This design comes from an exercise in tuning for small area, a short achievable clock period and few clock cycles on the open sky130 flow, not from production work.
In this exercise RTL edits were held to simulation tests only and were not proved equivalent to the original.
Power figures rest on the tool's default switching activity, not on a simulated workload.

==> flow/design.v (outline; a module is shown in full before it is edited, if it fits) <==
// module fmul2: 55 lines
// module fsub2: 96 lines
// module ksadd: 26 lines
// module ksinc: 22 lines
// module mant_mul: 789 lines
// module dstep4: 16 lines
// module dstep2: 10 lines
// module fdiv_it: 63 lines
// module MyDesign: 443 lines
module MyDesign (clock, reset, go, rdAddress, wrAddress, WE, readbus, writebus, overflow, finished);
  // ...
==> flow/run.sh <==
#!/bin/bash
# synth_recipe.tcl (not shown) runs the flow's synth.tcl, then flattens the netlist and writes it again
# the make line also repeats each setting of config.mk as NAME=value (left out here)
make -C /OpenROAD-flow-scripts/flow DESIGN_CONFIG=/design/flow/config.mk WORK_HOME=/design/flow/orfs CLKGATE_MAP_FILE= SYNTH_SCRIPT=/design/flow/synth_recipe.tcl finish
==> flow/config.mk <==
export PLATFORM = sky130hd
export DESIGN_NAME = MyDesign
export DESIGN_NICKNAME = MyDesign
export VERILOG_FILES = /design/flow/design.v
export SDC_FILE = /design/flow/constraint.sdc
export NUM_CORES = 8
export LEC_CHECK = 0
export ABC_AREA = 1
export CAP_MARGIN = 30
export CORE_MARGIN = 2
export CORE_UTILIZATION = 35
export PLACE_DENSITY = 0.45
export SLEW_MARGIN = 30
==> flow/constraint.sdc <==
create_clock -name core_clock -period 30.0 [get_ports {clock}]
set_input_delay 6.0000 -clock core_clock [delete_from_list [all_inputs] [get_ports {clock}]]
set_output_delay 6.0000 -clock core_clock [all_outputs]
set_load 0.01 [all_outputs]
==> impl_metrics.env, run 1 <==
export IMPL_status="complete, no violations"
export IMPL_die_height_um=548
export IMPL_ys_ff_latch=1187
export IMPL_synth_area_leaders="edfxtp_1, nand2_1, dfxtp_1"
export IMPL_reg_top3="u_m1.s1 x48, u_m2.s1 x48"
export IMPL_core_area_um2=294000
export IMPL_top_usage_layer="met2"
export IMPL_dr_max_layer_used="met5"
export IMPL_critPathLaunch="u_m2.s1[8]"
export IMPL_required_ns=30.76
export IMPL_end_kind="register"
export IMPL_clockPowerShare_pct=41.2
export IMPL_r2r_slack_ns=21.64
export IMPL_multi_input_area_share_pct=54.9
export IMPL_worstSetupPathType="register to register"
export IMPL_diodes=40
export IMPL_seq_share_pct=26.5
export IMPL_cp_top_family="simple AND/OR/NAND/NOR gates"
export IMPL_clockBufferDepth=4
export IMPL_cts_buffers=153
export IMPL_synth_mux_area_share_pct=0.0302
export IMPL_die_w_um=548
export IMPL_synth_async_reset_ratio_pct=0
export IMPL_min_path_type="register to register"
export IMPL_skew_ns=0.0557
export IMPL_powerSeq_mw=1.77
Testbench counts, summed over its fixed seeds: cycles 9,928.
==> inputs of run 2 (changes only) <==
--- a/flow/design.v
+++ b/flow/design.v
@@ -1102,72 +1102,9 @@
 wire [3:0] n_sel_D_a;
 reg  [0:0] c_sel_D_b;
 wire [0:0] n_sel_D_b;
-reg  [0:0] c_ld_B9;
-wire [0:0] n_ld_B9;
-reg  [0:0] c_ld_C9;
-wire [0:0] n_ld_C9;
-reg  [0:0] c_ld_H;
-wire [0:0] n_ld_H;
-reg  [1:0] c_sel_H;
-wire [1:0] n_sel_H;
-reg  [0:0] c_ld_PH10;
-wire [0:0] n_ld_PH10;
-reg  [0:0] c_ld_PH2;
-wire [0:0] n_ld_PH2;
-reg  [1:0] c_sel_PH2;
-wire [1:0] n_sel_PH2;
-reg  [0:0] c_ld_PH3;
-wire [0:0] n_ld_PH3;
-reg  [1:0] c_sel_PH3;
-wire [1:0] n_sel_PH3;
-reg  [0:0] c_ld_PH4;
-wire [0:0] n_ld_PH4;
-reg  [1:0] c_sel_PH4;
-wire [1:0] n_sel_PH4;
-reg  [0:0] c_ld_PH5;
-wire [0:0] n_ld_PH5;
-reg  [1:0] c_sel_PH5;
-wire [1:0] n_sel_PH5;
-reg  [0:0] c_ld_PH6;
-wire [0:0] n_ld_PH6;
-reg  [1:0] c_sel_PH6;
-wire [1:0] n_sel_PH6;
-reg  [0:0] c_ld_PH7;
-wire [0:0] n_ld_PH7;
-reg  [1:0] c_sel_PH7;
-wire [1:0] n_sel_PH7;
-reg  [0:0] c_ld_PH8;
-wire [0:0] n_ld_PH8;
-reg  [1:0] c_sel_PH8;
-wire [1:0] n_sel_PH8;
-reg  [0:0] c_ld_PH9;
-wire [0:0] n_ld_PH9;
-reg  [0:0] c_ld_TH10;
-wire [0:0] n_ld_TH10;
-reg  [0:0] c_ld_XR;
-wire [0:0] n_ld_XR;
-reg  [2:0] c_sel_XR;
-wire [2:0] n_sel_XR;
-reg  [0:0] c_en_M1;
-wire [0:0] n_en_M1;
-reg  [0:0] c_en_M2;
-wire [0:0] n_en_M2;
-reg  [0:0] c_en_S;
-wire [0:0] n_en_S;
 reg  [0:0] c_dgo;
 wire [0:0] n_dgo;
-reg  [6:0] c_rd;
 wire [6:0] n_rd;
-reg  [0:0] c_we;
-wire [0:0] n_we;
-reg  [6:0] c_wa;
-wire [6:0] n_wa;
-reg  [0:0] c_neg;
-wire [0:0] n_neg;
-reg  [4:0] c_sel_W;
-wire [4:0] n_sel_W;
-reg  [0:0] c_ovck;
-wire [0:0] n_ovck;
 wire [8:0] r_sel_M1_a;
 assign r_sel_M1_a[0] = (t == 8'd36);
 assign r_sel_M1_a[1] = (t == 8'd50) | (t == 8'd58) | (t == 8'd59) | (t == 8'd67) | (t == 8'd68) | (t == 8'd78) | (t == 8'd79) | (t == 8'd91) | (t == 8'd92) | (t == 8'd106) | (t == 8'd107) | (t == 8'd123) | (t == 8'd124) | (t == 8'd142) | (t == 8'd143) | (t == 8'd147) | (t == 8'd148);
@@ -1228,94 +1165,6 @@
 wire [0:0] r_sel_D_b;
 assign r_sel_D_b[0] = (t == 8'd39) | (t == 8'd48) | (t == 8'd57) | (t == 8'd66) | (t == 8'd77) | (t == 8'd90) | (t == 8'd113) | (t == 8'd123) | (t == 8'd134) | (t == 8'd143);
 assign n_sel_D_b = run ? r_sel_D_b : 1'd0;
-wire [0:0] r_ld_B9;
-assign r_ld_B9[0] = (t == 8'd33);
-assign n_ld_B9 = run ? r_ld_B9 : 1'd0;
-wire [0:0] r_ld_C9;
-assign r_ld_C9[0] = (t == 8'd34);
-assign n_ld_C9 = run ? r_ld_C9 : 1'd0;
-wire [0:0] r_ld_H;
-assign r_ld_H[0] = (t == 8'd49) | (t == 8'd66) | (t == 8'd77) | (t == 8'd90) | (t == 8'd105) | (t == 8'd122) | (t == 8'd141) | (t == 8'd146) | (t == 8'd149);
-assign n_ld_H = run ? r_ld_H : 1'd0;
-wire [1:0] r_sel_H;
-assign r_sel_H[0] = (t == 8'd66) | (t == 8'd77) | (t == 8'd90) | (t == 8'd105) | (t == 8'd122) | (t == 8'd141) | (t == 8'd146) | (t == 8'd149);
-assign r_sel_H[1] = (t == 8'd49);
-assign n_sel_H = run ? r_sel_H : 2'd0;
-wire [0:0] r_ld_PH10;
-assign r_ld_PH10[0] = (t == 8'd35);
-assign n_ld_PH10 = run ? r_ld_PH10 : 1'd0;
-wire [0:0] r_ld_PH2;
-assign r_ld_PH2[0] = (t == 8'd8) | (t == 8'd110);
-assign n_ld_PH2 = run ? r_ld_PH2 : 1'd0;
-wire [1:0] r_sel_PH2;
-assign r_sel_PH2[0] = (t == 8'd8);
-assign r_sel_PH2[1] = (t == 8'd110);
-assign n_sel_PH2 = run ? r_sel_PH2 : 2'd0;
-wire [0:0] r_ld_PH3;
-assign r_ld_PH3[0] = (t == 8'd12) | (t == 8'd95);
-assign n_ld_PH3 = run ? r_ld_PH3 : 1'd0;
-wire [1:0] r_sel_PH3;
-assign r_sel_PH3[0] = (t == 8'd12);
-assign r_sel_PH3[1] = (t == 8'd95);
-assign n_sel_PH3 = run ? r_sel_PH3 : 2'd0;
-wire [0:0] r_ld_PH4;
-assign r_ld_PH4[0] = (t == 8'd16) | (t == 8'd82);
-assign n_ld_PH4 = run ? r_ld_PH4 : 1'd0;
-wire [1:0] r_sel_PH4;
-assign r_sel_PH4[0] = (t == 8'd16);
-assign r_sel_PH4[1] = (t == 8'd82);
-assign n_sel_PH4 = run ? r_sel_PH4 : 2'd0;
-wire [0:0] r_ld_PH5;
-assign r_ld_PH5[0] = (t == 8'd20) | (t == 8'd71);
-assign n_ld_PH5 = run ? r_ld_PH5 : 1'd0;
-wire [1:0] r_sel_PH5;
-assign r_sel_PH5[0] = (t == 8'd20);
-assign r_sel_PH5[1] = (t == 8'd71);
-assign n_sel_PH5 = run ? r_sel_PH5 : 2'd0;
-wire [0:0] r_ld_PH6;
-assign r_ld_PH6[0] = (t == 8'd24) | (t == 8'd57);
-assign n_ld_PH6 = run ? r_ld_PH6 : 1'd0;
-wire [1:0] r_sel_PH6;
-assign r_sel_PH6[0] = (t == 8'd24);
-assign r_sel_PH6[1] = (t == 8'd57);
-assign n_sel_PH6 = run ? r_sel_PH6 : 2'd0;
-wire [0:0] r_ld_PH7;
-assign r_ld_PH7[0] = (t == 8'd28) | (t == 8'd48);
-assign n_ld_PH7 = run ? r_ld_PH7 : 1'd0;
-wire [1:0] r_sel_PH7;
-assign r_sel_PH7[0] = (t == 8'd28);
-assign r_sel_PH7[1] = (t == 8'd48);
-assign n_sel_PH7 = run ? r_sel_PH7 : 2'd0;
-wire [0:0] r_ld_PH8;
-assign r_ld_PH8[0] = (t == 8'd32) | (t == 8'd44);
-assign n_ld_PH8 = run ? r_ld_PH8 : 1'd0;
-wire [1:0] r_sel_PH8;
-assign r_sel_PH8[0] = (t == 8'd32);
-assign r_sel_PH8[1] = (t == 8'd44);
-assign n_sel_PH8 = run ? r_sel_PH8 : 2'd0;
-wire [0:0] r_ld_PH9;
-assign r_ld_PH9[0] = (t == 8'd40);
-assign n_ld_PH9 = run ? r_ld_PH9 : 1'd0;
-wire [0:0] r_ld_TH10;
-assign r_ld_TH10[0] = (t == 8'd38);
-assign n_ld_TH10 = run ? r_ld_TH10 : 1'd0;
-wire [0:0] r_ld_XR;
-assign r_ld_XR[0] = (t == 8'd4) | (t == 8'd8) | (t == 8'd12) | (t == 8'd16) | (t == 8'd20) | (t == 8'd24) | (t == 8'd28) | (t == 8'd32) | (t == 8'd36) | (t == 8'd37) | (t == 8'd38) | (t == 8'd42) | (t == 8'd47) | (t == 8'd67) | (t == 8'd78) | (t == 8'd91) | (t == 8'd106) | (t == 8'd121) | (t == 8'd141);
-assign n_ld_XR = run ? r_ld_XR : 1'd0;
-wire [2:0] r_sel_XR;
-assign r_sel_XR[0] = (t == 8'd4) | (t == 8'd8) | (t == 8'd12) | (t == 8'd16) | (t == 8'd20) | (t == 8'd24) | (t == 8'd28) | (t == 8'd32) | (t == 8'd36) | (t == 8'd37) | (t == 8'd38) | (t == 8'd42);
-assign r_sel_XR[1] = (t == 8'd47) | (t == 8'd67) | (t == 8'd78) | (t == 8'd91) | (t == 8'd106);
-assign r_sel_XR[2] = (t == 8'd121) | (t == 8'd141);
-assign n_sel_XR = run ? r_sel_XR : 3'd0;
-wire [0:0] r_en_M1;
-assign r_en_M1[0] = (t == 8'd4) | (t == 8'd6) | (t == 8'd8) | (t == 8'd10) | (t == 8'd12) | (t == 8'd14) | (t == 8'd16) | (t == 8'd18) | (t == 8'd20) | (t == 8'd22) | (t == 8'd24) | (t == 8'd26) | (t == 8'd28) | (t == 8'd30) | (t == 8'd32) | (t == 8'd34) | (t == 8'd36) | (t == 8'd37) | (t == 8'd38) | (t == 8'd42) | (t == 8'd48) | (t == 8'd50) | (t == 8'd51) | (t == 8'd52) | (t == 8'd53) | (t == 8'd54) | (t == 8'd55) | (t == 8'd59) | (t == 8'd60) | (t == 8'd61) | (t == 8'd62) | (t == 8'd63) | (t == 8'd64) | (t == 8'd65) | (t == 8'd66) | (t == 8'd68) | (t == 8'd69) | (t == 8'd70) | (t == 8'd71) | (t == 8'd72) | (t == 8'd73) | (t == 8'd74) | (t == 8'd75) | (t == 8'd76) | (t == 8'd77) | (t == 8'd79) | (t == 8'd80) | (t == 8'd81) | (t == 8'd82) | (t == 8'd83) | (t == 8'd84) | (t == 8'd85) | (t == 8'd86) | (t == 8'd87) | (t == 8'd88) | (t == 8'd89) | (t == 8'd90) | (t == 8'd92) | (t == 8'd93) | (t == 8'd94) | (t == 8'd95) | (t == 8'd96) | (t == 8'd97) | (t == 8'd98) | (t == 8'd99) | (t == 8'd100) | (t == 8'd101) | (t == 8'd102) | (t == 8'd103) | (t == 8'd104) | (t == 8'd105) | (t == 8'd107) | (t == 8'd108) | (t == 8'd109) | (t == 8'd110) | (t == 8'd111) | (t == 8'd112) | (t == 8'd113) | (t == 8'd114) | (t == 8'd115) | (t == 8'd116) | (t == 8'd117) | (t == 8'd118) | (t == 8'd119) | (t == 8'd120) | (t == 8'd121) | (t == 8'd122) | (t == 8'd124) | (t == 8'd125) | (t == 8'd126) | (t == 8'd127) | (t == 8'd128) | (t == 8'd129) | (t == 8'd130) | (t == 8'd131) | (t == 8'd132) | (t == 8'd133) | (t == 8'd134) | (t == 8'd135) | (t == 8'd136) | (t == 8'd137) | (t == 8'd138) | (t == 8'd139) | (t == 8'd140) | (t == 8'd141) | (t == 8'd143) | (t == 8'd144) | (t == 8'd145) | (t == 8'd146) | (t == 8'd148) | (t == 8'd149);
-assign n_en_M1 = run ? r_en_M1 : 1'd0;
-wire [0:0] r_en_M2;
-assign r_en_M2[0] = (t == 8'd2) | (t == 8'd7) | (t == 8'd8) | (t == 8'd11) | (t == 8'd12) | (t == 8'd15) | (t == 8'd16) | (t == 8'd19) | (t == 8'd20) | (t == 8'd23) | (t == 8'd24) | (t == 8'd27) | (t == 8'd28) | (t == 8'd31) | (t == 8'd32) | (t == 8'd36) | (t == 8'd37) | (t == 8'd41) | (t == 8'd45) | (t == 8'd47) | (t == 8'd48) | (t == 8'd50) | (t == 8'd51) | (t == 8'd52) | (t == 8'd53) | (t == 8'd54) | (t == 8'd55) | (t == 8'd60) | (t == 8'd61) | (t == 8'd62) | (t == 8'd63) | (t == 8'd64) | (t == 8'd65) | (t == 8'd66) | (t == 8'd67) | (t == 8'd68) | (t == 8'd69) | (t == 8'd70) | (t == 8'd71) | (t == 8'd72) | (t == 8'd73) | (t == 8'd74) | (t == 8'd75) | (t == 8'd76) | (t == 8'd77) | (t == 8'd78) | (t == 8'd79) | (t == 8'd80) | (t == 8'd81) | (t == 8'd82) | (t == 8'd83) | (t == 8'd84) | (t == 8'd85) | (t == 8'd86) | (t == 8'd87) | (t == 8'd88) | (t == 8'd89) | (t == 8'd90) | (t == 8'd91) | (t == 8'd92) | (t == 8'd93) | (t == 8'd94) | (t == 8'd95) | (t == 8'd96) | (t == 8'd97) | (t == 8'd98) | (t == 8'd99) | (t == 8'd100) | (t == 8'd101) | (t == 8'd102) | (t == 8'd103) | (t == 8'd104) | (t == 8'd105) | (t == 8'd106) | (t == 8'd107) | (t == 8'd108) | (t == 8'd109) | (t == 8'd110) | (t == 8'd111) | (t == 8'd112) | (t == 8'd113) | (t == 8'd114) | (t == 8'd115) | (t == 8'd116) | (t == 8'd117) | (t == 8'd118) | (t == 8'd119) | (t == 8'd120) | (t == 8'd121) | (t == 8'd122) | (t == 8'd125) | (t == 8'd126) | (t == 8'd127) | (t == 8'd128) | (t == 8'd129) | (t == 8'd130) | (t == 8'd131) | (t == 8'd132) | (t == 8'd133) | (t == 8'd134) | (t == 8'd135) | (t == 8'd136) | (t == 8'd137) | (t == 8'd138) | (t == 8'd139) | (t == 8'd140) | (t == 8'd141) | (t == 8'd144) | (t == 8'd145) | (t == 8'd146) | (t == 8'd149);
-assign n_en_M2 = run ? r_en_M2 : 1'd0;
-wire [0:0] r_en_S;
-assign r_en_S[0] = (t == 8'd6) | (t == 8'd10) | (t == 8'd14) | (t == 8'd18) | (t == 8'd22) | (t == 8'd26) | (t == 8'd30) | (t == 8'd34) | (t == 8'd38) | (t == 8'd39) | (t == 8'd43) | (t == 8'd47) | (t == 8'd56) | (t == 8'd70) | (t == 8'd81) | (t == 8'd94) | (t == 8'd109);
-assign n_en_S = run ? r_en_S : 1'd0;
 wire [0:0] r_dgo;
 assign r_dgo[0] = (t == 8'd39) | (t == 8'd48) | (t == 8'd57) | (t == 8'd66) | (t == 8'd77) | (t == 8'd90) | (t == 8'd113) | (t == 8'd123) | (t == 8'd134) | (t == 8'd143);
 assign n_dgo = run ? r_dgo : 1'd0;
@@ -1328,31 +1177,88 @@
 assign r_rd[5] = (t == 8'd38) | (t == 8'd47) | (t == 8'd56) | (t == 8'd64) | (t == 8'd75) | (t == 8'd120) | (t == 8'd121) | (t == 8'd140);
 assign r_rd[6] = (t == 8'd38) | (t == 8'd47) | (t == 8'd56) | (t == 8'd64) | (t == 8'd75) | (t == 8'd120) | (t == 8'd121) | (t == 8'd140);
 assign n_rd = go ? 7'd3 : run ? r_rd : 7'd0;
-wire [0:0] r_we;
-assign r_we[0] = (t == 8'd7) | (t == 8'd11) | (t == 8'd15) | (t == 8'd19) | (t == 8'd23) | (t == 8'd27) | (t == 8'd31) | (t == 8'd35) | (t == 8'd51) | (t == 8'd52) | (t == 8'd53) | (t == 8'd54) | (t == 8'd55) | (t == 8'd56) | (t == 8'd57) | (t == 8'd61) | (t == 8'd62) | (t == 8'd63) | (t == 8'd64) | (t == 8'd65) | (t == 8'd66) | (t == 8'd67) | (t == 8'd68) | (t == 8'd69) | (t == 8'd70) | (t == 8'd71) | (t == 8'd72) | (t == 8'd73) | (t == 8'd74) | (t == 8'd75) | (t == 8'd76) | (t == 8'd77) | (t == 8'd78) | (t == 8'd79) | (t == 8'd80) | (t == 8'd81) | (t == 8'd82) | (t == 8'd83) | (t == 8'd84) | (t == 8'd85) | (t == 8'd86) | (t == 8'd87) | (t == 8'd88) | (t == 8'd89) | (t == 8'd90) | (t == 8'd91) | (t == 8'd92) | (t == 8'd93) | (t == 8'd94) | (t == 8'd95) | (t == 8'd96) | (t == 8'd97) | (t == 8'd98) | (t == 8'd99) | (t == 8'd100) | (t == 8'd101) | (t == 8'd102) | (t == 8'd103) | (t == 8'd104) | (t == 8'd105) | (t == 8'd106) | (t == 8'd107) | (t == 8'd108) | (t == 8'd109) | (t == 8'd110) | (t == 8'd111) | (t == 8'd112) | (t == 8'd113) | (t == 8'd114) | (t == 8'd115) | (t == 8'd116) | (t == 8'd117) | (t == 8'd118) | (t == 8'd119) | (t == 8'd120) | (t == 8'd121) | (t == 8'd122) | (t == 8'd123) | (t == 8'd124) | (t == 8'd125) | (t == 8'd126) | (t == 8'd127) | (t == 8'd128) | (t == 8'd129) | (t == 8'd130) | (t == 8'd131) | (t == 8'd132) | (t == 8'd133) | (t == 8'd134) | (t == 8'd135) | (t == 8'd136) | (t == 8'd137) | (t == 8'd138) | (t == 8'd139) | (t == 8'd140) | (t == 8'd141) | (t == 8'd142) | (t == 8'd143) | (t == 8'd144) | (t == 8'd145) | (t == 8'd146) | (t == 8'd147) | (t == 8'd148) | (t == 8'd149) | (t == 8'd150) | (t == 8'd151) | (t == 8'd152) | (t == 8'd153);
-assign n_we = run ? r_we : 1'd0;
-wire [6:0] r_wa;
-assign r_wa[0] = (t == 8'd7) | (t == 8'd15) | (t == 8'd19) | (t == 8'd27) | (t == 8'd31) | (t == 8'd54) | (t == 8'd57) | (t == 8'd61) | (t == 8'd62) | (t == 8'd64) | (t == 8'd65) | (t == 8'd66) | (t == 8'd68) | (t == 8'd69) | (t == 8'd72) | (t == 8'd76) | (t == 8'd79) | (t == 8'd81) | (t == 8'd82) | (t == 8'd84) | (t == 8'd85) | (t == 8'd86) | (t == 8'd88) | (t == 8'd89) | (t == 8'd90) | (t == 8'd92) | (t == 8'd93) | (t == 8'd96) | (t == 8'd100) | (t == 8'd104) | (t == 8'd107) | (t == 8'd109) | (t == 8'd110) | (t == 8'd112) | (t == 8'd113) | (t == 8'd114) | (t == 8'd116) | (t == 8'd117) | (t == 8'd118) | (t == 8'd120) | (t == 8'd121) | (t == 8'd122) | (t == 8'd124) | (t == 8'd125) | (t == 8'd128) | (t == 8'd132) | (t == 8'd136) | (t == 8'd140) | (t == 8'd143) | (t == 8'd145) | (t == 8'd146) | (t == 8'd148) | (t == 8'd149) | (t == 8'd151) | (t == 8'd153);
-assign r_wa[1] = (t == 8'd11) | (t == 8'd15) | (t == 8'd19) | (t == 8'd35) | (t == 8'd52) | (t == 8'd53) | (t == 8'd54) | (t == 8'd61) | (t == 8'd64) | (t == 8'd67) | (t == 8'd68) | (t == 8'd69) | (t == 8'd71) | (t == 8'd74) | (t == 8'd75) | (t == 8'd76) | (t == 8'd80) | (t == 8'd82) | (t == 8'd83) | (t == 8'd85) | (t == 8'd86) | (t == 8'd90) | (t == 8'd91) | (t == 8'd92) | (t == 8'd94) | (t == 8'd96) | (t == 8'd97) | (t == 8'd101) | (t == 8'd102) | (t == 8'd104) | (t == 8'd105) | (t == 8'd109) | (t == 8'd112) | (t == 8'd115) | (t == 8'd116) | (t == 8'd117) | (t == 8'd120) | (t == 8'd123) | (t == 8'd124) | (t == 8'd125) | (t == 8'd127) | (t == 8'd130) | (t == 8'd131) | (t == 8'd132) | (t == 8'd135) | (t == 8'd138) | (t == 8'd139) | (t == 8'd140) | (t == 8'd144) | (t == 8'd146) | (t == 8'd147) | (t == 8'd148) | (t == 8'd152) | (t == 8'd153);
-assign r_wa[2] = (t == 8'd23) | (t == 8'd27) | (t == 8'd31) | (t == 8'd35) | (t == 8'd52) | (t == 8'd54) | (t == 8'd55) | (t == 8'd62) | (t == 8'd63) | (t == 8'd64) | (t == 8'd65) | (t == 8'd67) | (t == 8'd68) | (t == 8'd73) | (t == 8'd75) | (t == 8'd78) | (t == 8'd79) | (t == 8'd81) | (t == 8'd82) | (t == 8'd83) | (t == 8'd85) | (t == 8'd88) | (t == 8'd90) | (t == 8'd95) | (t == 8'd97) | (t == 8'd98) | (t == 8'd100) | (t == 8'd102) | (t == 8'd103) | (t == 8'd104) | (t == 8'd105) | (t == 8'd109) | (t == 8'd114) | (t == 8'd116) | (t == 8'd119) | (t == 8'd121) | (t == 8'd122) | (t == 8'd123) | (t == 8'd124) | (t == 8'd125) | (t == 8'd126) | (t == 8'd127) | (t == 8'd128) | (t == 8'd130) | (t == 8'd132) | (t == 8'd133) | (t == 8'd135) | (t == 8'd141) | (t == 8'd142) | (t == 8'd143) | (t == 8'd144) | (t == 8'd149) | (t == 8'd150) | (t == 8'd151) | (t == 8'd152) | (t == 8'd153);
-assign r_wa[3] = (t == 8'd7) | (t == 8'd11) | (t == 8'd15) | (t == 8'd31) | (t == 8'd35) | (t == 8'd51) | (t == 8'd52) | (t == 8'd54) | (t == 8'd55) | (t == 8'd62) | (t == 8'd69) | (t == 8'd70) | (t == 8'd72) | (t == 8'd73) | (t == 8'd74) | (t == 8'd76) | (t == 8'd78) | (t == 8'd79) | (t == 8'd80) | (t == 8'd81) | (t == 8'd83) | (t == 8'd85) | (t == 8'd86) | (t == 8'd90) | (t == 8'd93) | (t == 8'd95) | (t == 8'd101) | (t == 8'd105) | (t == 8'd106) | (t == 8'd107) | (t == 8'd108) | (t == 8'd111) | (t == 8'd112) | (t == 8'd113) | (t == 8'd115) | (t == 8'd116) | (t == 8'd117) | (t == 8'd118) | (t == 8'd119) | (t == 8'd121) | (t == 8'd122) | (t == 8'd123) | (t == 8'd124) | (t == 8'd126) | (t == 8'd128) | (t == 8'd130) | (t == 8'd131) | (t == 8'd132) | (t == 8'd135) | (t == 8'd137) | (t == 8'd141) | (t == 8'd145) | (t == 8'd147) | (t == 8'd148) | (t == 8'd149) | (t == 8'd152) | (t == 8'd153);
-assign r_wa[4] = (t == 8'd19) | (t == 8'd23) | (t == 8'd27) | (t == 8'd31) | (t == 8'd35) | (t == 8'd52) | (t == 8'd53) | (t == 8'd54) | (t == 8'd55) | (t == 8'd61) | (t == 8'd62) | (t == 8'd63) | (t == 8'd65) | (t == 8'd66) | (t == 8'd67) | (t == 8'd68) | (t == 8'd69) | (t == 8'd71) | (t == 8'd73) | (t == 8'd77) | (t == 8'd80) | (t == 8'd81) | (t == 8'd83) | (t == 8'd84) | (t == 8'd85) | (t == 8'd86) | (t == 8'd93) | (t == 8'd94) | (t == 8'd95) | (t == 8'd96) | (t == 8'd98) | (t == 8'd99) | (t == 8'd100) | (t == 8'd101) | (t == 8'd102) | (t == 8'd104) | (t == 8'd106) | (t == 8'd107) | (t == 8'd108) | (t == 8'd110) | (t == 8'd112) | (t == 8'd118) | (t == 8'd125) | (t == 8'd126) | (t == 8'd128) | (t == 8'd129) | (t == 8'd130) | (t == 8'd131) | (t == 8'd132) | (t == 8'd137) | (t == 8'd144) | (t == 8'd146) | (t == 8'd149) | (t == 8'd150) | (t == 8'd151) | (t == 8'd152) | (t == 8'd153);
-assign r_wa[5] = (t == 8'd7) | (t == 8'd11) | (t == 8'd15) | (t == 8'd19) | (t == 8'd23) | (t == 8'd27) | (t == 8'd31) | (t == 8'd35) | (t == 8'd51) | (t == 8'd53) | (t == 8'd55) | (t == 8'd56) | (t == 8'd57) | (t == 8'd64) | (t == 8'd66) | (t == 8'd69) | (t == 8'd75) | (t == 8'd77) | (t == 8'd80) | (t == 8'd81) | (t == 8'd83) | (t == 8'd85) | (t == 8'd88) | (t == 8'd90) | (t == 8'd93) | (t == 8'd94) | (t == 8'd95) | (t == 8'd96) | (t == 8'd98) | (t == 8'd100) | (t == 8'd102) | (t == 8'd103) | (t == 8'd104) | (t == 8'd105) | (t == 8'd106) | (t == 8'd107) | (t == 8'd108) | (t == 8'd109) | (t == 8'd110) | (t == 8'd111) | (t == 8'd112) | (t == 8'd113) | (t == 8'd115) | (t == 8'd117) | (t == 8'd119) | (t == 8'd120) | (t == 8'd121) | (t == 8'd122) | (t == 8'd123) | (t == 8'd124) | (t == 8'd125) | (t == 8'd127) | (t == 8'd129) | (t == 8'd131) | (t == 8'd134) | (t == 8'd136) | (t == 8'd138) | (t == 8'd139) | (t == 8'd140) | (t == 8'd141) | (t == 8'd142) | (t == 8'd143) | (t == 8'd144) | (t == 8'd145) | (t == 8'd146) | (t == 8'd147) | (t == 8'd148) | (t == 8'd149) | (t == 8'd150) | (t == 8'd151) | (t == 8'd152) | (t == 8'd153);
-assign r_wa[6] = (t == 8'd7) | (t == 8'd11) | (t == 8'd15) | (t == 8'd19) | (t == 8'd23) | (t == 8'd27) | (t == 8'd31) | (t == 8'd35) | (t == 8'd51) | (t == 8'd52) | (t == 8'd53) | (t == 8'd54) | (t == 8'd55) | (t == 8'd56) | (t == 8'd57) | (t == 8'd61) | (t == 8'd62) | (t == 8'd63) | (t == 8'd64) | (t == 8'd65) | (t == 8'd66) | (t == 8'd67) | (t == 8'd68) | (t == 8'd69) | (t == 8'd70) | (t == 8'd71) | (t == 8'd72) | (t == 8'd73) | (t == 8'd74) | (t == 8'd75) | (t == 8'd76) | (t == 8'd77) | (t == 8'd78) | (t == 8'd79) | (t == 8'd80) | (t == 8'd82) | (t == 8'd84) | (t == 8'd86) | (t == 8'd87) | (t == 8'd88) | (t == 8'd89) | (t == 8'd90) | (t == 8'd91) | (t == 8'd92) | (t == 8'd93) | (t == 8'd97) | (t == 8'd99) | (t == 8'd101) | (t == 8'd103) | (t == 8'd105) | (t == 8'd108) | (t == 8'd114) | (t == 8'd116) | (t == 8'd118) | (t == 8'd120) | (t == 8'd122) | (t == 8'd125) | (t == 8'd133) | (t == 8'd135) | (t == 8'd137) | (t == 8'd139) | (t == 8'd141) | (t == 8'd144) | (t == 8'd145) | (t == 8'd146) | (t == 8'd147) | (t == 8'd148) | (t == 8'd149) | (t == 8'd150) | (t == 8'd151) | (t == 8'd152) | (t == 8'd153);
-assign n_wa = run ? r_wa : 7'd0;
-wire [0:0] r_neg;
-assign r_neg[0] = (t == 8'd51) | (t == 8'd54) | (t == 8'd55) | (t == 8'd57) | (t == 8'd62) | (t == 8'd63) | (t == 8'd66) | (t == 8'd67) | (t == 8'd71) | (t == 8'd72) | (t == 8'd75) | (t == 8'd76) | (t == 8'd79) | (t == 8'd80) | (t == 8'd82) | (t == 8'd83) | (t == 8'd86) | (t == 8'd87) | (t == 8'd90) | (t == 8'd91) | (t == 8'd95) | (t == 8'd96) | (t == 8'd99) | (t == 8'd100) | (t == 8'd103) | (t == 8'd104) | (t == 8'd107) | (t == 8'd108) | (t == 8'd110) | (t == 8'd111) | (t == 8'd114) | (t == 8'd115) | (t == 8'd118) | (t == 8'd119) | (t == 8'd122) | (t == 8'd123) | (t == 8'd127) | (t == 8'd128) | (t == 8'd131) | (t == 8'd132) | (t == 8'd135) | (t == 8'd136) | (t == 8'd139) | (t == 8'd140) | (t == 8'd143) | (t == 8'd144) | (t == 8'd146) | (t == 8'd147) | (t == 8'd151) | (t == 8'd152);
-assign n_neg = run ? r_neg : 1'd0;
-wire [4:0] r_sel_W;
-assign r_sel_W[0] = (t == 8'd153);
-assign r_sel_W[1] = (t == 8'd69) | (t == 8'd80) | (t == 8'd93) | (t == 8'd108) | (t == 8'd125) | (t == 8'd144) | (t == 8'd149) | (t == 8'd152);
-assign r_sel_W[2] = (t == 8'd51) | (t == 8'd53) | (t == 8'd55) | (t == 8'd57) | (t == 8'd68) | (t == 8'd79) | (t == 8'd92) | (t == 8'd107) | (t == 8'd124) | (t == 8'd143) | (t == 8'd148) | (t == 8'd151);
-assign r_sel_W[3] = (t == 8'd52) | (t == 8'd54) | (t == 8'd56) | (t == 8'd61) | (t == 8'd62) | (t == 8'd63) | (t == 8'd64) | (t == 8'd65) | (t == 8'd66) | (t == 8'd67) | (t == 8'd70) | (t == 8'd71) | (t == 8'd72) | (t == 8'd73) | (t == 8'd74) | (t == 8'd75) | (t == 8'd76) | (t == 8'd77) | (t == 8'd78) | (t == 8'd81) | (t == 8'd82) | (t == 8'd83) | (t == 8'd84) | (t == 8'd85) | (t == 8'd86) | (t == 8'd87) | (t == 8'd88) | (t == 8'd89) | (t == 8'd90) | (t == 8'd91) | (t == 8'd94) | (t == 8'd95) | (t == 8'd96) | (t == 8'd97) | (t == 8'd98) | (t == 8'd99) | (t == 8'd100) | (t == 8'd101) | (t == 8'd102) | (t == 8'd103) | (t == 8'd104) | (t == 8'd105) | (t == 8'd106) | (t == 8'd109) | (t == 8'd110) | (t == 8'd111) | (t == 8'd112) | (t == 8'd113) | (t == 8'd114) | (t == 8'd115) | (t == 8'd116) | (t == 8'd117) | (t == 8'd118) | (t == 8'd119) | (t == 8'd120) | (t == 8'd121) | (t == 8'd122) | (t == 8'd123) | (t == 8'd126) | (t == 8'd127) | (t == 8'd128) | (t == 8'd129) | (t == 8'd130) | (t == 8'd131) | (t == 8'd132) | (t == 8'd133) | (t == 8'd134) | (t == 8'd135) | (t == 8'd136) | (t == 8'd137) | (t == 8'd138) | (t == 8'd139) | (t == 8'd140) | (t == 8'd141) | (t == 8'd142) | (t == 8'd145) | (t == 8'd146) | (t == 8'd147) | (t == 8'd150);
-assign r_sel_W[4] = (t == 8'd7) | (t == 8'd11) | (t == 8'd15) | (t == 8'd19) | (t == 8'd23) | (t == 8'd27) | (t == 8'd31) | (t == 8'd35);
-assign n_sel_W = run ? r_sel_W : 5'd0;
-wire [0:0] r_ovck;
-assign r_ovck[0] = (t == 8'd39);
-assign n_ovck = run ? r_ovck : 1'd0;
+wire [0:0] c_ld_B9;
+assign c_ld_B9[0] = run & ((t == 8'd34));
+wire [0:0] c_ld_C9;
+assign c_ld_C9[0] = run & ((t == 8'd35));
+wire [0:0] c_ld_H;
+assign c_ld_H[0] = run & ((t == 8'd50) | (t == 8'd67) | (t == 8'd78) | (t == 8'd91) | (t == 8'd106) | (t == 8'd123) | (t == 8'd142) | (t == 8'd147) | (t == 8'd150));
+wire [1:0] c_sel_H;
+assign c_sel_H[0] = run & ((t == 8'd67) | (t == 8'd78) | (t == 8'd91) | (t == 8'd106) | (t == 8'd123) | (t == 8'd142) | (t == 8'd147) | (t == 8'd150));
+assign c_sel_H[1] = run & ((t == 8'd50));
+wire [0:0] c_ld_PH10;
+assign c_ld_PH10[0] = run & ((t == 8'd36));
+wire [0:0] c_ld_PH2;
+assign c_ld_PH2[0] = run & ((t == 8'd9) | (t == 8'd111));
+wire [1:0] c_sel_PH2;
+assign c_sel_PH2[0] = run & ((t == 8'd9));
+assign c_sel_PH2[1] = run & ((t == 8'd111));
+wire [0:0] c_ld_PH3;
+assign c_ld_PH3[0] = run & ((t == 8'd13) | (t == 8'd96));
+wire [1:0] c_sel_PH3;
+assign c_sel_PH3[0] = run & ((t == 8'd13));
+assign c_sel_PH3[1] = run & ((t == 8'd96));
+wire [0:0] c_ld_PH4;
+assign c_ld_PH4[0] = run & ((t == 8'd17) | (t == 8'd83));
+wire [1:0] c_sel_PH4;
+assign c_sel_PH4[0] = run & ((t == 8'd17));
+assign c_sel_PH4[1] = run & ((t == 8'd83));
+wire [0:0] c_ld_PH5;
+assign c_ld_PH5[0] = run & ((t == 8'd21) | (t == 8'd72));
+wire [1:0] c_sel_PH5;
+assign c_sel_PH5[0] = run & ((t == 8'd21));
+assign c_sel_PH5[1] = run & ((t == 8'd72));
+wire [0:0] c_ld_PH6;
+assign c_ld_PH6[0] = run & ((t == 8'd25) | (t == 8'd58));
+wire [1:0] c_sel_PH6;
+assign c_sel_PH6[0] = run & ((t == 8'd25));
+assign c_sel_PH6[1] = run & ((t == 8'd58));
+wire [0:0] c_ld_PH7;
+assign c_ld_PH7[0] = run & ((t == 8'd29) | (t == 8'd49));
+wire [1:0] c_sel_PH7;
+assign c_sel_PH7[0] = run & ((t == 8'd29));
+assign c_sel_PH7[1] = run & ((t == 8'd49));
+wire [0:0] c_ld_PH8;
+assign c_ld_PH8[0] = run & ((t == 8'd33) | (t == 8'd45));
+wire [1:0] c_sel_PH8;
+assign c_sel_PH8[0] = run & ((t == 8'd33));
+assign c_sel_PH8[1] = run & ((t == 8'd45));
+wire [0:0] c_ld_PH9;
+assign c_ld_PH9[0] = run & ((t == 8'd41));
+wire [0:0] c_ld_TH10;
+assign c_ld_TH10[0] = run & ((t == 8'd39));
+wire [0:0] c_ld_XR;
+assign c_ld_XR[0] = run & ((t == 8'd5) | (t == 8'd9) | (t == 8'd13) | (t == 8'd17) | (t == 8'd21) | (t == 8'd25) | (t == 8'd29) | (t == 8'd33) | (t == 8'd37) | (t == 8'd38) | (t == 8'd39) | (t == 8'd43) | (t == 8'd48) | (t == 8'd68) | (t == 8'd79) | (t == 8'd92) | (t == 8'd107) | (t == 8'd122) | (t == 8'd142));
+wire [2:0] c_sel_XR;
+assign c_sel_XR[0] = run & ((t == 8'd5) | (t == 8'd9) | (t == 8'd13) | (t == 8'd17) | (t == 8'd21) | (t == 8'd25) | (t == 8'd29) | (t == 8'd33) | (t == 8'd37) | (t == 8'd38) | (t == 8'd39) | (t == 8'd43));
+assign c_sel_XR[1] = run & ((t == 8'd48) | (t == 8'd68) | (t == 8'd79) | (t == 8'd92) | (t == 8'd107));
+assign c_sel_XR[2] = run & ((t == 8'd122) | (t == 8'd142));
+wire [0:0] c_en_M1;
+assign c_en_M1[0] = run & ((t == 8'd5) | (t == 8'd7) | (t == 8'd9) | (t == 8'd11) | (t == 8'd13) | (t == 8'd15) | (t == 8'd17) | (t == 8'd19) | (t == 8'd21) | (t == 8'd23) | (t == 8'd25) | (t == 8'd27) | (t == 8'd29) | (t == 8'd31) | (t == 8'd33) | (t == 8'd35) | (t == 8'd37) | (t == 8'd38) | (t == 8'd39) | (t == 8'd43) | (t == 8'd49) | (t == 8'd51) | (t == 8'd52) | (t == 8'd53) | (t == 8'd54) | (t == 8'd55) | (t == 8'd56) | (t == 8'd60) | (t == 8'd61) | (t == 8'd62) | (t == 8'd63) | (t == 8'd64) | (t == 8'd65) | (t == 8'd66) | (t == 8'd67) | (t == 8'd69) | (t == 8'd70) | (t == 8'd71) | (t == 8'd72) | (t == 8'd73) | (t == 8'd74) | (t == 8'd75) | (t == 8'd76) | (t == 8'd77) | (t == 8'd78) | (t == 8'd80) | (t == 8'd81) | (t == 8'd82) | (t == 8'd83) | (t == 8'd84) | (t == 8'd85) | (t == 8'd86) | (t == 8'd87) | (t == 8'd88) | (t == 8'd89) | (t == 8'd90) | (t == 8'd91) | (t == 8'd93) | (t == 8'd94) | (t == 8'd95) | (t == 8'd96) | (t == 8'd97) | (t == 8'd98) | (t == 8'd99) | (t == 8'd100) | (t == 8'd101) | (t == 8'd102) | (t == 8'd103) | (t == 8'd104) | (t == 8'd105) | (t == 8'd106) | (t == 8'd108) | (t == 8'd109) | (t == 8'd110) | (t == 8'd111) | (t == 8'd112) | (t == 8'd113) | (t == 8'd114) | (t == 8'd115) | (t == 8'd116) | (t == 8'd117) | (t == 8'd118) | (t == 8'd119) | (t == 8'd120) | (t == 8'd121) | (t == 8'd122) | (t == 8'd123) | (t == 8'd125) | (t == 8'd126) | (t == 8'd127) | (t == 8'd128) | (t == 8'd129) | (t == 8'd130) | (t == 8'd131) | (t == 8'd132) | (t == 8'd133) | (t == 8'd134) | (t == 8'd135) | (t == 8'd136) | (t == 8'd137) | (t == 8'd138) | (t == 8'd139) | (t == 8'd140) | (t == 8'd141) | (t == 8'd142) | (t == 8'd144) | (t == 8'd145) | (t == 8'd146) | (t == 8'd147) | (t == 8'd149) | (t == 8'd150));
+wire [0:0] c_en_M2;
+assign c_en_M2[0] = run & ((t == 8'd3) | (t == 8'd8) | (t == 8'd9) | (t == 8'd12) | (t == 8'd13) | (t == 8'd16) | (t == 8'd17) | (t == 8'd20) | (t == 8'd21) | (t == 8'd24) | (t == 8'd25) | (t == 8'd28) | (t == 8'd29) | (t == 8'd32) | (t == 8'd33) | (t == 8'd37) | (t == 8'd38) | (t == 8'd42) | (t == 8'd46) | (t == 8'd48) | (t == 8'd49) | (t == 8'd51) | (t == 8'd52) | (t == 8'd53) | (t == 8'd54) | (t == 8'd55) | (t == 8'd56) | (t == 8'd61) | (t == 8'd62) | (t == 8'd63) | (t == 8'd64) | (t == 8'd65) | (t == 8'd66) | (t == 8'd67) | (t == 8'd68) | (t == 8'd69) | (t == 8'd70) | (t == 8'd71) | (t == 8'd72) | (t == 8'd73) | (t == 8'd74) | (t == 8'd75) | (t == 8'd76) | (t == 8'd77) | (t == 8'd78) | (t == 8'd79) | (t == 8'd80) | (t == 8'd81) | (t == 8'd82) | (t == 8'd83) | (t == 8'd84) | (t == 8'd85) | (t == 8'd86) | (t == 8'd87) | (t == 8'd88) | (t == 8'd89) | (t == 8'd90) | (t == 8'd91) | (t == 8'd92) | (t == 8'd93) | (t == 8'd94) | (t == 8'd95) | (t == 8'd96) | (t == 8'd97) | (t == 8'd98) | (t == 8'd99) | (t == 8'd100) | (t == 8'd101) | (t == 8'd102) | (t == 8'd103) | (t == 8'd104) | (t == 8'd105) | (t == 8'd106) | (t == 8'd107) | (t == 8'd108) | (t == 8'd109) | (t == 8'd110) | (t == 8'd111) | (t == 8'd112) | (t == 8'd113) | (t == 8'd114) | (t == 8'd115) | (t == 8'd116) | (t == 8'd117) | (t == 8'd118) | (t == 8'd119) | (t == 8'd120) | (t == 8'd121) | (t == 8'd122) | (t == 8'd123) | (t == 8'd126) | (t == 8'd127) | (t == 8'd128) | (t == 8'd129) | (t == 8'd130) | (t == 8'd131) | (t == 8'd132) | (t == 8'd133) | (t == 8'd134) | (t == 8'd135) | (t == 8'd136) | (t == 8'd137) | (t == 8'd138) | (t == 8'd139) | (t == 8'd140) | (t == 8'd141) | (t == 8'd142) | (t == 8'd145) | (t == 8'd146) | (t == 8'd147) | (t == 8'd150));
+wire [0:0] c_en_S;
+assign c_en_S[0] = run & ((t == 8'd7) | (t == 8'd11) | (t == 8'd15) | (t == 8'd19) | (t == 8'd23) | (t == 8'd27) | (t == 8'd31) | (t == 8'd35) | (t == 8'd39) | (t == 8'd40) | (t == 8'd44) | (t == 8'd48) | (t == 8'd57) | (t == 8'd71) | (t == 8'd82) | (t == 8'd95) | (t == 8'd110));
+wire [0:0] c_we;
+assign c_we[0] = run & ((t == 8'd8) | (t == 8'd12) | (t == 8'd16) | (t == 8'd20) | (t == 8'd24) | (t == 8'd28) | (t == 8'd32) | (t == 8'd36) | (t == 8'd52) | (t == 8'd53) | (t == 8'd54) | (t == 8'd55) | (t == 8'd56) | (t == 8'd57) | (t == 8'd58) | (t == 8'd62) | (t == 8'd63) | (t == 8'd64) | (t == 8'd65) | (t == 8'd66) | (t == 8'd67) | (t == 8'd68) | (t == 8'd69) | (t == 8'd70) | (t == 8'd71) | (t == 8'd72) | (t == 8'd73) | (t == 8'd74) | (t == 8'd75) | (t == 8'd76) | (t == 8'd77) | (t == 8'd78) | (t == 8'd79) | (t == 8'd80) | (t == 8'd81) | (t == 8'd82) | (t == 8'd83) | (t == 8'd84) | (t == 8'd85) | (t == 8'd86) | (t == 8'd87) | (t == 8'd88) | (t == 8'd89) | (t == 8'd90) | (t == 8'd91) | (t == 8'd92) | (t == 8'd93) | (t == 8'd94) | (t == 8'd95) | (t == 8'd96) | (t == 8'd97) | (t == 8'd98) | (t == 8'd99) | (t == 8'd100) | (t == 8'd101) | (t == 8'd102) | (t == 8'd103) | (t == 8'd104) | (t == 8'd105) | (t == 8'd106) | (t == 8'd107) | (t == 8'd108) | (t == 8'd109) | (t == 8'd110) | (t == 8'd111) | (t == 8'd112) | (t == 8'd113) | (t == 8'd114) | (t == 8'd115) | (t == 8'd116) | (t == 8'd117) | (t == 8'd118) | (t == 8'd119) | (t == 8'd120) | (t == 8'd121) | (t == 8'd122) | (t == 8'd123) | (t == 8'd124) | (t == 8'd125) | (t == 8'd126) | (t == 8'd127) | (t == 8'd128) | (t == 8'd129) | (t == 8'd130) | (t == 8'd131) | (t == 8'd132) | (t == 8'd133) | (t == 8'd134) | (t == 8'd135) | (t == 8'd136) | (t == 8'd137) | (t == 8'd138) | (t == 8'd139) | (t == 8'd140) | (t == 8'd141) | (t == 8'd142) | (t == 8'd143) | (t == 8'd144) | (t == 8'd145) | (t == 8'd146) | (t == 8'd147) | (t == 8'd148) | (t == 8'd149) | (t == 8'd150) | (t == 8'd151) | (t == 8'd152) | (t == 8'd153) | (t == 8'd154));
+wire [6:0] c_wa;
+assign c_wa[0] = run & ((t == 8'd8) | (t == 8'd16) | (t == 8'd20) | (t == 8'd28) | (t == 8'd32) | (t == 8'd55) | (t == 8'd58) | (t == 8'd62) | (t == 8'd63) | (t == 8'd65) | (t == 8'd66) | (t == 8'd67) | (t == 8'd69) | (t == 8'd70) | (t == 8'd73) | (t == 8'd77) | (t == 8'd80) | (t == 8'd82) | (t == 8'd83) | (t == 8'd85) | (t == 8'd86) | (t == 8'd87) | (t == 8'd89) | (t == 8'd90) | (t == 8'd91) | (t == 8'd93) | (t == 8'd94) | (t == 8'd97) | (t == 8'd101) | (t == 8'd105) | (t == 8'd108) | (t == 8'd110) | (t == 8'd111) | (t == 8'd113) | (t == 8'd114) | (t == 8'd115) | (t == 8'd117) | (t == 8'd118) | (t == 8'd119) | (t == 8'd121) | (t == 8'd122) | (t == 8'd123) | (t == 8'd125) | (t == 8'd126) | (t == 8'd129) | (t == 8'd133) | (t == 8'd137) | (t == 8'd141) | (t == 8'd144) | (t == 8'd146) | (t == 8'd147) | (t == 8'd149) | (t == 8'd150) | (t == 8'd152) | (t == 8'd154));
+assign c_wa[1] = run & ((t == 8'd12) | (t == 8'd16) | (t == 8'd20) | (t == 8'd36) | (t == 8'd53) | (t == 8'd54) | (t == 8'd55) | (t == 8'd62) | (t == 8'd65) | (t == 8'd68) | (t == 8'd69) | (t == 8'd70) | (t == 8'd72) | (t == 8'd75) | (t == 8'd76) | (t == 8'd77) | (t == 8'd81) | (t == 8'd83) | (t == 8'd84) | (t == 8'd86) | (t == 8'd87) | (t == 8'd91) | (t == 8'd92) | (t == 8'd93) | (t == 8'd95) | (t == 8'd97) | (t == 8'd98) | (t == 8'd102) | (t == 8'd103) | (t == 8'd105) | (t == 8'd106) | (t == 8'd110) | (t == 8'd113) | (t == 8'd116) | (t == 8'd117) | (t == 8'd118) | (t == 8'd121) | (t == 8'd124) | (t == 8'd125) | (t == 8'd126) | (t == 8'd128) | (t == 8'd131) | (t == 8'd132) | (t == 8'd133) | (t == 8'd136) | (t == 8'd139) | (t == 8'd140) | (t == 8'd141) | (t == 8'd145) | (t == 8'd147) | (t == 8'd148) | (t == 8'd149) | (t == 8'd153) | (t == 8'd154));
+assign c_wa[2] = run & ((t == 8'd24) | (t == 8'd28) | (t == 8'd32) | (t == 8'd36) | (t == 8'd53) | (t == 8'd55) | (t == 8'd56) | (t == 8'd63) | (t == 8'd64) | (t == 8'd65) | (t == 8'd66) | (t == 8'd68) | (t == 8'd69) | (t == 8'd74) | (t == 8'd76) | (t == 8'd79) | (t == 8'd80) | (t == 8'd82) | (t == 8'd83) | (t == 8'd84) | (t == 8'd86) | (t == 8'd89) | (t == 8'd91) | (t == 8'd96) | (t == 8'd98) | (t == 8'd99) | (t == 8'd101) | (t == 8'd103) | (t == 8'd104) | (t == 8'd105) | (t == 8'd106) | (t == 8'd110) | (t == 8'd115) | (t == 8'd117) | (t == 8'd120) | (t == 8'd122) | (t == 8'd123) | (t == 8'd124) | (t == 8'd125) | (t == 8'd126) | (t == 8'd127) | (t == 8'd128) | (t == 8'd129) | (t == 8'd131) | (t == 8'd133) | (t == 8'd134) | (t == 8'd136) | (t == 8'd142) | (t == 8'd143) | (t == 8'd144) | (t == 8'd145) | (t == 8'd150) | (t == 8'd151) | (t == 8'd152) | (t == 8'd153) | (t == 8'd154));
+assign c_wa[3] = run & ((t == 8'd8) | (t == 8'd12) | (t == 8'd16) | (t == 8'd32) | (t == 8'd36) | (t == 8'd52) | (t == 8'd53) | (t == 8'd55) | (t == 8'd56) | (t == 8'd63) | (t == 8'd70) | (t == 8'd71) | (t == 8'd73) | (t == 8'd74) | (t == 8'd75) | (t == 8'd77) | (t == 8'd79) | (t == 8'd80) | (t == 8'd81) | (t == 8'd82) | (t == 8'd84) | (t == 8'd86) | (t == 8'd87) | (t == 8'd91) | (t == 8'd94) | (t == 8'd96) | (t == 8'd102) | (t == 8'd106) | (t == 8'd107) | (t == 8'd108) | (t == 8'd109) | (t == 8'd112) | (t == 8'd113) | (t == 8'd114) | (t == 8'd116) | (t == 8'd117) | (t == 8'd118) | (t == 8'd119) | (t == 8'd120) | (t == 8'd122) | (t == 8'd123) | (t == 8'd124) | (t == 8'd125) | (t == 8'd127) | (t == 8'd129) | (t == 8'd131) | (t == 8'd132) | (t == 8'd133) | (t == 8'd136) | (t == 8'd138) | (t == 8'd142) | (t == 8'd146) | (t == 8'd148) | (t == 8'd149) | (t == 8'd150) | (t == 8'd153) | (t == 8'd154));
+assign c_wa[4] = run & ((t == 8'd20) | (t == 8'd24) | (t == 8'd28) | (t == 8'd32) | (t == 8'd36) | (t == 8'd53) | (t == 8'd54) | (t == 8'd55) | (t == 8'd56) | (t == 8'd62) | (t == 8'd63) | (t == 8'd64) | (t == 8'd66) | (t == 8'd67) | (t == 8'd68) | (t == 8'd69) | (t == 8'd70) | (t == 8'd72) | (t == 8'd74) | (t == 8'd78) | (t == 8'd81) | (t == 8'd82) | (t == 8'd84) | (t == 8'd85) | (t == 8'd86) | (t == 8'd87) | (t == 8'd94) | (t == 8'd95) | (t == 8'd96) | (t == 8'd97) | (t == 8'd99) | (t == 8'd100) | (t == 8'd101) | (t == 8'd102) | (t == 8'd103) | (t == 8'd105) | (t == 8'd107) | (t == 8'd108) | (t == 8'd109) | (t == 8'd111) | (t == 8'd113) | (t == 8'd119) | (t == 8'd126) | (t == 8'd127) | (t == 8'd129) | (t == 8'd130) | (t == 8'd131) | (t == 8'd132) | (t == 8'd133) | (t == 8'd138) | (t == 8'd145) | (t == 8'd147) | (t == 8'd150) | (t == 8'd151) | (t == 8'd152) | (t == 8'd153) | (t == 8'd154));
+assign c_wa[5] = run & ((t == 8'd8) | (t == 8'd12) | (t == 8'd16) | (t == 8'd20) | (t == 8'd24) | (t == 8'd28) | (t == 8'd32) | (t == 8'd36) | (t == 8'd52) | (t == 8'd54) | (t == 8'd56) | (t == 8'd57) | (t == 8'd58) | (t == 8'd65) | (t == 8'd67) | (t == 8'd70) | (t == 8'd76) | (t == 8'd78) | (t == 8'd81) | (t == 8'd82) | (t == 8'd84) | (t == 8'd86) | (t == 8'd89) | (t == 8'd91) | (t == 8'd94) | (t == 8'd95) | (t == 8'd96) | (t == 8'd97) | (t == 8'd99) | (t == 8'd101) | (t == 8'd103) | (t == 8'd104) | (t == 8'd105) | (t == 8'd106) | (t == 8'd107) | (t == 8'd108) | (t == 8'd109) | (t == 8'd110) | (t == 8'd111) | (t == 8'd112) | (t == 8'd113) | (t == 8'd114) | (t == 8'd116) | (t == 8'd118) | (t == 8'd120) | (t == 8'd121) | (t == 8'd122) | (t == 8'd123) | (t == 8'd124) | (t == 8'd125) | (t == 8'd126) | (t == 8'd128) | (t == 8'd130) | (t == 8'd132) | (t == 8'd135) | (t == 8'd137) | (t == 8'd139) | (t == 8'd140) | (t == 8'd141) | (t == 8'd142) | (t == 8'd143) | (t == 8'd144) | (t == 8'd145) | (t == 8'd146) | (t == 8'd147) | (t == 8'd148) | (t == 8'd149) | (t == 8'd150) | (t == 8'd151) | (t == 8'd152) | (t == 8'd153) | (t == 8'd154));
+assign c_wa[6] = run & ((t == 8'd8) | (t == 8'd12) | (t == 8'd16) | (t == 8'd20) | (t == 8'd24) | (t == 8'd28) | (t == 8'd32) | (t == 8'd36) | (t == 8'd52) | (t == 8'd53) | (t == 8'd54) | (t == 8'd55) | (t == 8'd56) | (t == 8'd57) | (t == 8'd58) | (t == 8'd62) | (t == 8'd63) | (t == 8'd64) | (t == 8'd65) | (t == 8'd66) | (t == 8'd67) | (t == 8'd68) | (t == 8'd69) | (t == 8'd70) | (t == 8'd71) | (t == 8'd72) | (t == 8'd73) | (t == 8'd74) | (t == 8'd75) | (t == 8'd76) | (t == 8'd77) | (t == 8'd78) | (t == 8'd79) | (t == 8'd80) | (t == 8'd81) | (t == 8'd83) | (t == 8'd85) | (t == 8'd87) | (t == 8'd88) | (t == 8'd89) | (t == 8'd90) | (t == 8'd91) | (t == 8'd92) | (t == 8'd93) | (t == 8'd94) | (t == 8'd98) | (t == 8'd100) | (t == 8'd102) | (t == 8'd104) | (t == 8'd106) | (t == 8'd109) | (t == 8'd115) | (t == 8'd117) | (t == 8'd119) | (t == 8'd121) | (t == 8'd123) | (t == 8'd126) | (t == 8'd134) | (t == 8'd136) | (t == 8'd138) | (t == 8'd140) | (t == 8'd142) | (t == 8'd145) | (t == 8'd146) | (t == 8'd147) | (t == 8'd148) | (t == 8'd149) | (t == 8'd150) | (t == 8'd151) | (t == 8'd152) | (t == 8'd153) | (t == 8'd154));
+wire [0:0] c_neg;
+assign c_neg[0] = run & ((t == 8'd52) | (t == 8'd55) | (t == 8'd56) | (t == 8'd58) | (t == 8'd63) | (t == 8'd64) | (t == 8'd67) | (t == 8'd68) | (t == 8'd72) | (t == 8'd73) | (t == 8'd76) | (t == 8'd77) | (t == 8'd80) | (t == 8'd81) | (t == 8'd83) | (t == 8'd84) | (t == 8'd87) | (t == 8'd88) | (t == 8'd91) | (t == 8'd92) | (t == 8'd96) | (t == 8'd97) | (t == 8'd100) | (t == 8'd101) | (t == 8'd104) | (t == 8'd105) | (t == 8'd108) | (t == 8'd109) | (t == 8'd111) | (t == 8'd112) | (t == 8'd115) | (t == 8'd116) | (t == 8'd119) | (t == 8'd120) | (t == 8'd123) | (t == 8'd124) | (t == 8'd128) | (t == 8'd129) | (t == 8'd132) | (t == 8'd133) | (t == 8'd136) | (t == 8'd137) | (t == 8'd140) | (t == 8'd141) | (t == 8'd144) | (t == 8'd145) | (t == 8'd147) | (t == 8'd148) | (t == 8'd152) | (t == 8'd153));
+wire [4:0] c_sel_W;
+assign c_sel_W[0] = run & ((t == 8'd154));
+assign c_sel_W[1] = run & ((t == 8'd70) | (t == 8'd81) | (t == 8'd94) | (t == 8'd109) | (t == 8'd126) | (t == 8'd145) | (t == 8'd150) | (t == 8'd153));
+assign c_sel_W[2] = run & ((t == 8'd52) | (t == 8'd54) | (t == 8'd56) | (t == 8'd58) | (t == 8'd69) | (t == 8'd80) | (t == 8'd93) | (t == 8'd108) | (t == 8'd125) | (t == 8'd144) | (t == 8'd149) | (t == 8'd152));
+assign c_sel_W[3] = run & ((t == 8'd53) | (t == 8'd55) | (t == 8'd57) | (t == 8'd62) | (t == 8'd63) | (t == 8'd64) | (t == 8'd65) | (t == 8'd66) | (t == 8'd67) | (t == 8'd68) | (t == 8'd71) | (t == 8'd72) | (t == 8'd73) | (t == 8'd74) | (t == 8'd75) | (t == 8'd76) | (t == 8'd77) | (t == 8'd78) | (t == 8'd79) | (t == 8'd82) | (t == 8'd83) | (t == 8'd84) | (t == 8'd85) | (t == 8'd86) | (t == 8'd87) | (t == 8'd88) | (t == 8'd89) | (t == 8'd90) | (t == 8'd91) | (t == 8'd92) | (t == 8'd95) | (t == 8'd96) | (t == 8'd97) | (t == 8'd98) | (t == 8'd99) | (t == 8'd100) | (t == 8'd101) | (t == 8'd102) | (t == 8'd103) | (t == 8'd104) | (t == 8'd105) | (t == 8'd106) | (t == 8'd107) | (t == 8'd110) | (t == 8'd111) | (t == 8'd112) | (t == 8'd113) | (t == 8'd114) | (t == 8'd115) | (t == 8'd116) | (t == 8'd117) | (t == 8'd118) | (t == 8'd119) | (t == 8'd120) | (t == 8'd121) | (t == 8'd122) | (t == 8'd123) | (t == 8'd124) | (t == 8'd127) | (t == 8'd128) | (t == 8'd129) | (t == 8'd130) | (t == 8'd131) | (t == 8'd132) | (t == 8'd133) | (t == 8'd134) | (t == 8'd135) | (t == 8'd136) | (t == 8'd137) | (t == 8'd138) | (t == 8'd139) | (t == 8'd140) | (t == 8'd141) | (t == 8'd142) | (t == 8'd143) | (t == 8'd146) | (t == 8'd147) | (t == 8'd148) | (t == 8'd151));
+assign c_sel_W[4] = run & ((t == 8'd8) | (t == 8'd12) | (t == 8'd16) | (t == 8'd20) | (t == 8'd24) | (t == 8'd28) | (t == 8'd32) | (t == 8'd36));
+wire [0:0] c_ovck;
+assign c_ovck[0] = run & ((t == 8'd40));
 reg reset_q;
 always @(posedge clock) reset_q <= reset;
 always @(posedge clock) begin
@@ -1365,39 +1271,7 @@
 		c_sel_S_b <= 1'd0;
 		c_sel_D_a <= 4'd0;
 		c_sel_D_b <= 1'd0;
-		c_ld_B9 <= 1'd0;
-		c_ld_C9 <= 1'd0;
-		c_ld_H <= 1'd0;
-		c_sel_H <= 2'd0;
-		c_ld_PH10 <= 1'd0;
-		c_ld_PH2 <= 1'd0;
-		c_sel_PH2 <= 2'd0;
-		c_ld_PH3 <= 1'd0;
-		c_sel_PH3 <= 2'd0;
-		c_ld_PH4 <= 1'd0;
-		c_sel_PH4 <= 2'd0;
-		c_ld_PH5 <= 1'd0;
-		c_sel_PH5 <= 2'd0;
-		c_ld_PH6 <= 1'd0;
-		c_sel_PH6 <= 2'd0;
-		c_ld_PH7 <= 1'd0;
-		c_sel_PH7 <= 2'd0;
-		c_ld_PH8 <= 1'd0;
-		c_sel_PH8 <= 2'd0;
-		c_ld_PH9 <= 1'd0;
-		c_ld_TH10 <= 1'd0;
-		c_ld_XR <= 1'd0;
-		c_sel_XR <= 3'd0;
-		c_en_M1 <= 1'd0;
-		c_en_M2 <= 1'd0;
-		c_en_S <= 1'd0;
 		c_dgo <= 1'd0;
-		c_rd <= 7'd0;
-		c_we <= 1'd0;
-		c_wa <= 7'd0;
-		c_neg <= 1'd0;
-		c_sel_W <= 5'd0;
-		c_ovck <= 1'd0;
 	end else begin
 		c_sel_M1_a <= n_sel_M1_a;
 		c_sel_M1_b <= n_sel_M1_b;
@@ -1407,39 +1281,7 @@
 		c_sel_S_b <= n_sel_S_b;
 		c_sel_D_a <= n_sel_D_a;
 		c_sel_D_b <= n_sel_D_b;
-		c_ld_B9 <= n_ld_B9;
-		c_ld_C9 <= n_ld_C9;
-		c_ld_H <= n_ld_H;
-		c_sel_H <= n_sel_H;
-		c_ld_PH10 <= n_ld_PH10;
-		c_ld_PH2 <= n_ld_PH2;
-		c_sel_PH2 <= n_sel_PH2;
-		c_ld_PH3 <= n_ld_PH3;
-		c_sel_PH3 <= n_sel_PH3;
-		c_ld_PH4 <= n_ld_PH4;
-		c_sel_PH4 <= n_sel_PH4;
-		c_ld_PH5 <= n_ld_PH5;
-		c_sel_PH5 <= n_sel_PH5;
-		c_ld_PH6 <= n_ld_PH6;
-		c_sel_PH6 <= n_sel_PH6;
-		c_ld_PH7 <= n_ld_PH7;
-		c_sel_PH7 <= n_sel_PH7;
-		c_ld_PH8 <= n_ld_PH8;
-		c_sel_PH8 <= n_sel_PH8;
-		c_ld_PH9 <= n_ld_PH9;
-		c_ld_TH10 <= n_ld_TH10;
-		c_ld_XR <= n_ld_XR;
-		c_sel_XR <= n_sel_XR;
-		c_en_M1 <= n_en_M1;
-		c_en_M2 <= n_en_M2;
-		c_en_S <= n_en_S;
 		c_dgo <= n_dgo;
-		c_rd <= n_rd;
-		c_we <= n_we;
-		c_wa <= n_wa;
-		c_neg <= n_neg;
-		c_sel_W <= n_sel_W;
-		c_ovck <= n_ovck;
 	end
 end
 always @(posedge clock) begin
==> run 2 against run 1 <==
  * Sequential power increased by 5%
  * Combinational power increased by 110%
  * Cell count decreased by 3.1%
  * Synthesized cell count decreased by 3.2%
  * Setup slack got worse by 0.40 ns
  * Critical path type unchanged
  * Largest cell class unchanged
  * Largest power group is now combinational logic
==> impl_metrics.env, run 2 <==
export IMPL_cts_resized=0
export IMPL_ys_ff_latch=1138
export IMPL_drtIter0Drc=14900
export IMPL_final_nets=14400
export IMPL_drc=0
export IMPL_dpl_hpwl_mm=437
export IMPL_slew_headroom_pct=16.5
export IMPL_reg_top3="u_m1.s1 x48, u_m2.s1 x48"
export IMPL_cts_buffers=151
export IMPL_die_height_um=543
export IMPL_grt_max_degree=73
export IMPL_worst_pin_slew_ns=1.24
export IMPL_min_path_type="register to register"
export IMPL_synth_mux_area_share_pct=0.0308
export IMPL_nFillCells=30100
export IMPL_syn_area_per_cell_um2=7.63
export IMPL_cp_top_family="simple AND/OR/NAND/NOR gates"
export IMPL_synth_most_common_cell="nand2_1"
export IMPL_antenna_found_initial=57
export IMPL_synth_warnings=9
export IMPL_synth_simple_area_share_pct=20.6
export IMPL_die_w_um=543
export IMPL_ant_nets=0
export IMPL_dp_cells=16900
export IMPL_status="complete, no violations"
export IMPL_first_pass_iters=7
export IMPL_vias=106000
export IMPL_syn_area_um2=102000
export IMPL_clockBufferDepth=4
export IMPL_clockPowerShare_pct=33.2
export IMPL_yosysUniqueCellTypes=83
export IMPL_cts_tree="done"
export IMPL_synth_xor_area_share_pct=6.80
export IMPL_synth_top_cell_area_share_pct=19.5
export IMPL_synth_top_family_by_area="simple AND/OR/NAND/NOR gates"
export IMPL_pin_count=84
export IMPL_rsz0062_at_grt="no"
export IMPL_core_area_um2=288000
export IMPL_power_leakage_nw=51.2
export IMPL_max_stage_delay_ns=0.69
export IMPL_area_growth_pct=11.3
export IMPL_placed_area_um2=108000
export IMPL_initial_core_util_pct=35.2
export IMPL_worst_path_max_fanout=30
export IMPL_power_mw=5.70
export IMPL_maxCapViolCount=0
export IMPL_cts_sinks=1138
export IMPL_cp_common_cell="nand2_1"
export IMPL_yosys_area_top_type="edfxtp_1"
export IMPL_synth_async_reset_ratio_pct=0
export IMPL_synthTopCellsByCount="nand2_1, inv_1, nor2_1"
export IMPL_place_gp_congestion=1.05
export IMPL_required_ns=30.73
export IMPL_clk_pin_slew_ns=0.07
export IMPL_drive_above_1_share_pct=6.46
export IMPL_synthFlopType="edfxtp_1"
export IMPL_grt_use_total_pct=38.9
export IMPL_cts_setup_buffers=0
export IMPL_grt_pass1_wl_mm=810
export IMPL_fin_crit_ns=8.77
export IMPL_clock_latency_ns=0.88
export IMPL_fin_setup_tns_ns=0
export IMPL_synth_area_leaders="edfxtp_1, fa_1, nand2_1"
export IMPL_end_kind="register"
export IMPL_worstSetupPathType="register to register"
export IMPL_slowest_stage="fa_1"
export IMPL_crit_arrival_ns=9.49
export IMPL_pwr_share_comb_pct=34.3
export IMPL_portBuffers=83
export IMPL_intPower_mw=3.43
export IMPL_skew_ns=0.0556
[run 2: cell count changes after synthesis, sizes merged, moves of 50 or more]
cell,previous run,this run
nand2,2920,2649
nand3,762,596
inv,2109,2029
a21oi,600,535
nor2,1012,958
o22ai,797,847
[run 2: stage by stage]
| step | util [%] | worst slack, ns |
|---|---|---|
| after floorplan | - | 23.30 |
| after global placement | 37.4 | 21.24 |
| after detailed placement | 37.4 | 21.26 |
| after CTS | 39.1 | 21.22 |
| after global routing | 39.2 | 20.73 |
| final | 39.2 | 21.23 |
[run 2: power by group through the flow]
stage,logic [mW],registers (mW),clock network [mW]
final,1.95,1.85,1.89
after global routing,2.15,1.86,1.95
after CTS,1.92,1.85,1.90
after detailed placement,1.91,1.88,0
after global placement,1.91,1.88,0
after floorplan,1.33,1.84,0
[run 2: final timing paths]
check | startpoint | endpoint | slack [ns] | cells past startpoint
max reg2reg | u_m2.s1[15] | XR[22] | 21.23 | 37
min | u_s.z[10] | PH9[10] | 0.46 | 0
max | u_m2.s1[15] | XR[22] | 21.23 | 37
min reg2reg | u_s.z[10] | PH9[10] | 0.46 | 0
[run 2: routing by layer]
| layer | track usage [%] | up-vias | wire (um) |
|---|---|---|---|
| met5 | 0.0658 | - | 329 |
| met4 | 23.6 | 42 | 42900 |
| met3 | 10.3 | 1775 | 65200 |
| met2 | 58.0 | 7013 | 249000 |
| met1 | 50.0 | 51900 | 233000 |
| li1 | - | 44900 | - |
[run 2: kinds of logic after synthesis]
family / Yosys count
multiplexers: 3
buffers and inverters: 2723
adder cells (fa/ha/maj): 1064
AND/OR/NAND/NOR: 4884
XOR/XNOR: 788
AO/OA/AOI/OAI: 2715
flip-flops: 1138
[run 2: cell type report]
class	count	area, um2	share of cell area, %
Inverter	2093	7870	6.96
Sequential cell	1138	29400	26.0
Clock buffer	197	4230	3.74
Timing Repair Buffer	460	3690	3.26
Antenna cell	35	87.6	0.0775
Tap cell	3781	4730	4.19
Multi-Input combinational cell	9454	62300	55.1
Clock inverter	77	691	0.611
Testbench counts of run 2, summed over its fixed seeds: cycles 9,928.

## separate check: timing with driven ports
The results above use ideal ports. As a check the final layouts listed here were re-extracted and re-timed, cells and wires unchanged.
Step 1 sets driving cells, clkbuf_16 on the clock port and buf_2 on the other inputs (assumed; they add their load-dependent delay and slew).
Step 2 times the ports against the registers' clock, not the clock port: input delays grow and output delays shrink by t, the midpoint of the rising clock arrivals with the driver on.
Slacks: no drivers / after step 1 / after step 2; pairs: no drivers / after step 1.
run	shift t [ns]	slack for setup (ns)	hold slack, ns	pins driven straight from the clock port
run 1	0.989	21.638 / 21.638 / 21.638	0.330 / 0.330 / 0.330	1
run 2	0.966	21.233 / 21.233 / 21.233	0.457 / 0.457 / 0.457	1
After both steps setup and hold are still met in every run listed.
